What follows belongs to an exercise in optimizing a design on an open flow for small area, a short achievable clock period and few clock cycles per item; a production flow would make more cautious choices.
In this exercise RTL edits were held to simulation tests only and were not proved equivalent to the original.

run A:
// ahb_lite_fir_filter
module ahb_lite_fir_filter (
    input  wire        clk,
    input  wire        n_rst,
    input  wire        hsel,
    input  wire [3:0]  haddr,
    input  wire        hsize,
    input  wire [1:0]  htrans,
    input  wire        hwrite,
    input  wire [15:0] hwdata,
    output reg  [15:0] hrdata,
    output reg         hresp
);
Size: ~2500 cells after synthesis, ~44 I/O pins.
clock: 11.0 ns
lec_check: 0
cap_margin: 20
core_margin: 2
core_utilization: 40
setup_slack_margin: 5
slew_margin: 20
standard.sh (not shown) runs the stock make flow with config.mk's settings and CLKGATE_MAP_FILE= SYNTH_SCRIPT=/design/flow/synth_recipe.tcl, a recipe that flattens the netlist after the stock synthesis.
==> flow/flow/run.sh <==
#!/bin/bash
bash standard.sh SETUP_SLACK_MARGIN=5.7 finish > standard.log 2>&1
Run A completed every stage of the flow, and the final layout passed the timing, design-rule and antenna checks.
Testbench counts of run A, summed over its fixed seeds: cycles 4,880, samples 1,600.
### run A -> run B
==> flow/flow/run.sh <==
#!/bin/bash
bash standard.sh SETUP_SLACK_MARGIN=6.3 finish > standard.log 2>&1
## What came out
- Run B: done, clean on timing, DRC and antenna
- Changes observed in run B relative to run A: number of standard cells in the final layout excluding fillers increased about 3%; first-pass GRT wire length increased about 2.3%; number of inserted filler cells in the final layout decreased 244.
- On final critical-path setup slack, run B and run A are basically level.
- Run A → run B: number of buffers inserted by port buffering level; growth of design area from synthesis to finish has increased; share of cell area taken by flip-flops and latches decreased by 2.6 points relative to the old numbers.
Relative to run B, the following input files were edited for run C:
- setting ABC_AREA to 1 for the first time
- setting CTS_CLUSTER_SIZE to 22 for the first time
- setting CTS_CLUSTER_DIAMETER to 120 for the first time
==> flow/flow/run.sh <==
#!/bin/bash
bash standard.sh SETUP_SLACK_MARGIN=6.15 "BUFFER_PORTS_ARGS=-buffer_cell sky130_fd_sc_hd__buf_2" finish > standard.log 2>&1
### Flow results
- Run C: no failed stages, no open violations at the end
- The area share of xor/xnor cells in the synthesized design in run C sits 3.5 points above the value recorded for run B.
- Between run B and run C, the initial standard-cell utilization of the core is higher for run B.
- Run C ended up with a higher total number of cells along the worst setup path than run B did.
- [compare] base=run B new=run C: count of clock-buffer cells in the layout decreased about 33%; number of setup buffers added after CTS decreased 59%.
- compound AO/OA/AOI/OAI gates as the largest family of logic cells by synthesized area was reported by run B, and adder cells by run C.
### run C -> run D
- CTS_CLUSTER_DIAMETER no longer set, was 120
- CTS_CLUSTER_SIZE no longer set, was 22
==> flow/flow/run.sh <==
#!/bin/bash
bash standard.sh SETUP_SLACK_MARGIN=5.7 finish > standard.log 2>&1
==> run notes <==
- Run D vs. run C: cell area rose 0.67%; growth of design area from synthesis to finish now larger; synthesized cell count stayed essentially flat; met1 usage in global routing now sits higher.
- Between run D and run C, the difference in count of non-filler cells in the finished layout is negligible.
- Looking at number of cells on the critical path, run D sits 11 lower than run C does.

== job 101 ==
ahb_lite_fir_filter again, from the RTL that the note above started with.
==> flow/design.v (excerpt) <==
module ahb_lite_fir_filter (
    input  wire        clk,
    input  wire        n_rst,
    input  wire        hsel,
    input  wire [3:0]  haddr,
    input  wire        hsize,
    input  wire [1:0]  htrans,
    input  wire        hwrite,
    input  wire [15:0] hwdata,
    output reg  [15:0] hrdata,
    output reg         hresp
);
Settings: LEC_CHECK=0, ABC_AREA=1, CAP_MARGIN=20, CORE_MARGIN=2, CORE_UTILIZATION=40, CTS_CLUSTER_DIAMETER=120, CTS_CLUSTER_SIZE=22, SETUP_SLACK_MARGIN=5, SLEW_MARGIN=20; clock period 11.0 ns.
==> flow/flow/run.sh <==
#!/bin/bash
bash standard.sh SETUP_SLACK_MARGIN=5.7 finish > standard.log 2>&1
Testbench counts of job 101, summed over its fixed seeds: cycles 4,880, samples 1,600.
For job 102, these inputs were changed with respect to job 101:
Settings: CTS_CLUSTER_SIZE no longer set, was 22; CTS_CLUSTER_DIAMETER no longer set, was 120.
==> flow/flow/run.sh <==
#!/bin/bash
bash standard.sh SETUP_SLACK_MARGIN=6.3 finish > standard.log 2>&1
## What came out
When the final numbers for job 101 and job 102 were put side by side, the non-clock buffer count turned out to be greater in job 102.
Looking at beginning of the critical path, the ACC[11] result is from job 101; the ACC[6] one comes from job 102.
Taking job 101 as the reference, in job 102 clock skew now larger, peak fanout along the critical path comparable, first-pass GRT wire length now larger, final core utilization now larger.
In terms of number of non-clock inverters in the layout, job 102 and job 101 differ only marginally.
Job 101 -> job 102: fmax increased by a few percent
Modified inputs, job 103 compared to job 102
==> flow/flow/run.sh <==
#!/bin/bash
bash standard.sh SETUP_SLACK_MARGIN=5.7 finish > standard.log 2>&1
[summary]
Job 103 completed every stage of the flow, and the final layout passed the timing, design-rule and antenna checks.
Sort job 103 and job 102 by critical path depth, ascending, and job 103 comes first.
The slew of the pin with the lowest slew margin in job 103 sits 0.095 ns below the value recorded for job 102.
For the global-route usage, job 103 came in 0.90 points lower than job 102 did.
The number of nets in the finished design in job 103 sits 134 below the value recorded for job 102.
Job 102 reports its timing endpoint of the critical path as hrdata[8] while job 103 reports hresp.
Job 103 vs job 102: multi-input gate area in the final layout down by a few percent
Here is what was changed in the inputs of job 104 compared with job 103.
==> flow/flow/run.sh <==
#!/bin/bash
bash standard.sh SETUP_SLACK_MARGIN=5.5 finish > standard.log 2>&1
[summary]
Number of signal-net buffers in the layout was higher in the run labelled job 103.
From job 103 to job 104 the numbers moved as follows: fmax went down; met3 wire length decreased by about 0.75% relative to the old numbers.
Job 103 -> job 104: wire length decreased slightly
Diff job 103..job 104 | multi-input combinational cell count | unchanged
Worst setup slack deteriorates in job 104 relative to job 103.
Non-filler instance count after layout: job 104 < job 103

Another version of the RTL of ahb_lite_fir_filter (not shown whole).
Size: about 330 flip-flops, ~44 I/O pins, about 0.029 mm² of cells after synthesis.
export LEC_CHECK = 0
export CAP_MARGIN = 20
export CORE_MARGIN = 2
export CORE_UTILIZATION = 40
export SETUP_SLACK_MARGIN = 4.5
export SLEW_MARGIN = 20
create_clock -name core_clock -period 11.0 [get_ports {clk}]
run.sh (not shown) runs the stock make flow with config.mk's settings and CLKGATE_MAP_FILE= SYNTH_SCRIPT=/design/flow/synth_recipe.tcl, a recipe that flattens the netlist after the stock synthesis.
Stock flow here: none of the scripts above is used.
The first run passed the timing, design-rule and antenna checks.
Testbench counts at the start, summed over its fixed seeds: cycles 4,880, samples 1,600.
Edit:
- SETUP_SLACK_MARGIN: 4.5 -> not set
Effect: Setup slack loses 1.0 ns. Wire length came out lower slightly. Non-clock buffer count came out lower by 6. Global-route usage stays flat. Core utilization came out lower by 0.29 points.

ahb_lite_fir_filter with an RTL version that a note above also has.
Size: roughly 340 flip-flops, about 44 I/O pins, ~25000 µm² of cells after synthesis.
==> flow/config.mk <==
export PLATFORM = sky130hd
export DESIGN_NAME = ahb_lite_fir_filter
export DESIGN_NICKNAME = ahb_lite_fir_filter
export VERILOG_FILES = /design/flow/design.v
export SDC_FILE = /design/flow/constraint.sdc
export NUM_CORES = 4
export LEC_CHECK = 0
export ABC_AREA = 1
export CAP_MARGIN = 20
export CORE_MARGIN = 2
export CORE_UTILIZATION = 50
export SETUP_SLACK_MARGIN = 5
export SLEW_MARGIN = 20
==> flow/constraint.sdc <==
create_clock -name core_clock -period 11.0 [get_ports {clk}]
set_input_delay 2.2000 -clock core_clock [delete_from_list [all_inputs] [get_ports {clk}]]
set_output_delay 2.2000 -clock core_clock [all_outputs]
set_load 0.01 [all_outputs]
standard.sh (not shown) runs the stock make flow with config.mk's settings and CLKGATE_MAP_FILE= SYNTH_SCRIPT=/design/flow/synth_recipe.tcl, a recipe that flattens the netlist after the stock synthesis.
==> flow/flow/run.sh <==
#!/bin/bash
bash standard.sh SETUP_SLACK_MARGIN=5.7 finish > standard.log 2>&1
The first run produced a clean layout.
Testbench counts at the start, summed over its fixed seeds: cycles 4,880, samples 1,600.
Edit:
CORE_UTILIZATION = 40   (was 50)
CTS_BUF_LIST = sky130_fd_sc_hd__clkbuf_4 sky130_fd_sc_hd__clkbuf_8   (was default)
Worst setup slack is worse by 63 ps.
Clock-buffer cell count grows by 23.
Routed wire length stays flat.
Critical path depth climbs by 10.
Cell area is about the same.
Edit:
==> flow/flow/run.sh (replaced) <==
#!/bin/bash
bash standard.sh SETUP_SLACK_MARGIN=6.0 "BUFFER_PORTS_ARGS=-buffer_cell sky130_fd_sc_hd__buf_2" finish > standard.log 2>&1
ABC_AREA = 0   (was 1)
CTS_BUF_LIST = default   (was sky130_fd_sc_hd__clkbuf_4 sky130_fd_sc_hd__clkbuf_8)
CTS_CLUSTER_DIAMETER = 120   (was default)
CTS_CLUSTER_SIZE = 22   (was default)
Wire length came out higher by roughly a tenth.
Sequential share of layout area climbs by 0.47 points.

v43:
Starting RTL as in the previous note.
// ahb_lite_fir_filter
module ahb_lite_fir_filter (
    input  wire        clk,
    input  wire        n_rst,
    input  wire        hsel,
    input  wire [3:0]  haddr,
    input  wire        hsize,
    input  wire [1:0]  htrans,
    input  wire        hwrite,
    input  wire [15:0] hwdata,
    output reg  [15:0] hrdata,
    output reg         hresp
);
    wire xfer = hsel & (htrans != 2'b00);
    always @(*) begin
        hresp = 1'b0;
        if (xfer) begin
            if (hwrite) hresp = (haddr[3:2] == 2'b00) | (haddr == 4'd15);
            else        hresp = (haddr == 4'd15);
        end
    end
    wire wr_ok    = xfer & hwrite & (haddr[3:2] != 2'b00) & (haddr != 4'd15);
    wire s_wr_nx  = wr_ok & (haddr[3:1] == 3'd2);
    reg        wv;           
    reg        hw_lo;        
    reg        hw_hi;
    reg [3:0]  wa;
    reg        ws;
    reg [3:0]  ra;           
    reg        rs;
    always @(posedge clk, negedge n_rst) begin
        if (!n_rst) begin
            wv <= 1'b0; hw_lo <= 1'b0; hw_hi <= 1'b0;
        end else begin
            wv    <= wr_ok;
            hw_lo <= s_wr_nx & (hsize | ~haddr[0]);
            hw_hi <= s_wr_nx & (hsize | haddr[0]);
        end
    end
    always @(posedge clk) begin
        wa <= haddr;
        ws <= hsize;
        ra <= haddr;
        rs <= hsize;
    end
    wire w_lo  = ws | ~wa[0];
    wire w_hi  = ws | wa[0];
    wire s_wr  = hw_lo | hw_hi;                        
  ...
export LEC_CHECK = 0
export ABC_AREA = 1
export CAP_MARGIN = 20
export CORE_MARGIN = 2
export CORE_UTILIZATION = 40
export CTS_CLUSTER_DIAMETER = 120
export CTS_CLUSTER_SIZE = 22
export SETUP_SLACK_MARGIN = 5
export SLEW_MARGIN = 20
create_clock -name core_clock -period 11.0 [get_ports {clk}]
==> flow/flow/run.sh <==
#!/bin/bash
bash standard.sh SETUP_SLACK_MARGIN=6.0 "BUFFER_PORTS_ARGS=-buffer_cell sky130_fd_sc_hd__buf_2" finish > standard.log 2>&1
v43 finished every stage and its layout cleared the timing, design-rule and antenna checks.
Testbench counts of v43, summed over its fixed seeds: cycles 4,880, samples 1,600.
What v51 does differently from v43 at the input level:
# v43
export LEC_CHECK = 0
export ABC_AREA = 1
export CAP_MARGIN = 20
export CORE_MARGIN = 2
export CORE_UTILIZATION = 40
export CTS_CLUSTER_DIAMETER = 120
export CTS_CLUSTER_SIZE = 22
export SETUP_SLACK_MARGIN = 5
export SLEW_MARGIN = 20
create_clock -name core_clock -period 11.0 [get_ports {clk}]
# v51
export LEC_CHECK = 0
export ABC_AREA = 1
export CAP_MARGIN = 10
export CORE_MARGIN = 2
export CORE_UTILIZATION = 40
export CTS_CLUSTER_DIAMETER = 120
export CTS_CLUSTER_SIZE = 22
export PLACE_DENSITY = 0.7
export SETUP_SLACK_MARGIN = 5
export SLEW_MARGIN = 10
create_clock -name core_clock -period 11.0 [get_ports {clk}]
## What came out
v51 gives less detailed-route wire length on metal 1 than v43 did. Going from v43 to v51, count of clock-buffer cells in the layout grew by a few percent. Total wire length after detailed routing (v51 over v43): decrease, 6.9%.
--- input diff v51..v1 ---
# v51
export LEC_CHECK = 0
export ABC_AREA = 1
export CAP_MARGIN = 10
export CORE_MARGIN = 2
export CORE_UTILIZATION = 40
export CTS_CLUSTER_DIAMETER = 120
export CTS_CLUSTER_SIZE = 22
export PLACE_DENSITY = 0.7
export SETUP_SLACK_MARGIN = 5
export SLEW_MARGIN = 10
create_clock -name core_clock -period 11.0 [get_ports {clk}]
# v1
export LEC_CHECK = 0
export ABC_AREA = 1
export CAP_MARGIN = 20
export CORE_MARGIN = 2
export CORE_UTILIZATION = 40
export CTS_CLUSTER_DIAMETER = 120
export CTS_CLUSTER_SIZE = 22
export SETUP_SLACK_MARGIN = 5
export SLEW_MARGIN = 20
create_clock -name core_clock -period 11.0 [get_ports {clk}]
==> flow/flow/run.sh <==
#!/bin/bash
bash standard.sh SETUP_SLACK_MARGIN=5.7 "BUFFER_PORTS_ARGS=-buffer_cell sky130_fd_sc_hd__buf_2" finish > standard.log 2>&1
Results
- In terms of simple-gate portion of the synthesized area, v51 and v1 differ only marginally.
- Compared with v51, in v1 number of global-route vias before repair moved up, final-layout fill cell count moved up, post-placement cell count level, filler-free cell count of the finished design moved down, via count moved down.
- Slowest cell on the critical path = sky130_fd_sc_hd__fa_1: v51; slowest cell on the critical path = sky130_fd_sc_hd__a211oi_1: v1
- After detailed routing, v51 needs less wire than v1.
- The final layout from v1, which completed every stage, passed the timing, design-rule and antenna checks at the end of the flow.
- Diff v51 -> v1: final non-filler cell area lost 2.0%, critical path depth lost 5.

==> what the ideal ports hide <==
The results above use ideal ports. As a check the final layouts listed here were re-extracted and re-timed, cells and wires unchanged. Step 1, drivers: a clkbuf_16 drives clk and a buf_2 each remaining input, both assumed. Step 2 times the ports against the registers' clock, not the clock port: input delays grow and output delays shrink by t, the midpoint of the rising clock arrivals with the driver on. a / b / c = no drivers / after step 1 / after step 2; a / b = the first two.
run	shift t [ns]	setup slack, ns	worst setup path at the end	slew at the worst register clock pin (ns)	worst slew at a driven data input, ns
run A	0.611	5.508 / 5.453 / 5.195	input to register	0.07 / 0.07	0.04
run B	0.625	5.509 / 5.455 / 5.469	input to register	0.07 / 0.07	0.06
run C	0.636	5.974 / 5.911 / 5.700	input to register	0.10 / 0.10	0.05
run D	0.646	5.799 / 5.766 / 5.242	input to register	0.06 / 0.06	0.04
job 101	0.620	5.789 / 5.729 / 5.267	input to register	0.10 / 0.10	0.04
job 102	0.645	5.901 / 5.837 / 5.711	input to register	0.07 / 0.07	0.05
job 103	0.646	5.799 / 5.766 / 5.242	input to register	0.06 / 0.06	0.04
job 104	0.644	5.588 / 5.528 / 4.990	input to register	0.07 / 0.07	0.04
the first run of note 3	0.642	4.708 / 4.708 / 4.181	input to register	0.07 / 0.07	0.04
the second run of note 3	0.643	3.706 / 3.641 / 3.818	register to register	0.07 / 0.07	0.04
the first run of note 4	0.650	5.766 / 5.739 / 5.177	input to register	0.07 / 0.07	0.04
the second run of note 4	0.741	5.702 / 5.645 / 5.066	input to register	0.07 / 0.07	0.04
the third run of note 4	0.637	5.380 / 5.315 / 5.435	input to register	0.10 / 0.10	0.06
v43	0.631	5.996 / 5.934 / 5.470	input to register	0.11 / 0.11	0.04
v51	0.619	6.020 / 5.955 / 5.515	input to register	0.11 / 0.11	0.05
v1	0.626	5.753 / 5.690 / 5.299	input to register	0.10 / 0.10	0.04
After both steps every run listed still meets setup and hold. For the second run of note 4, which loses most, drivers alone change the setup slack by -0.057 ns; drivers and shift together by -0.636 ns.
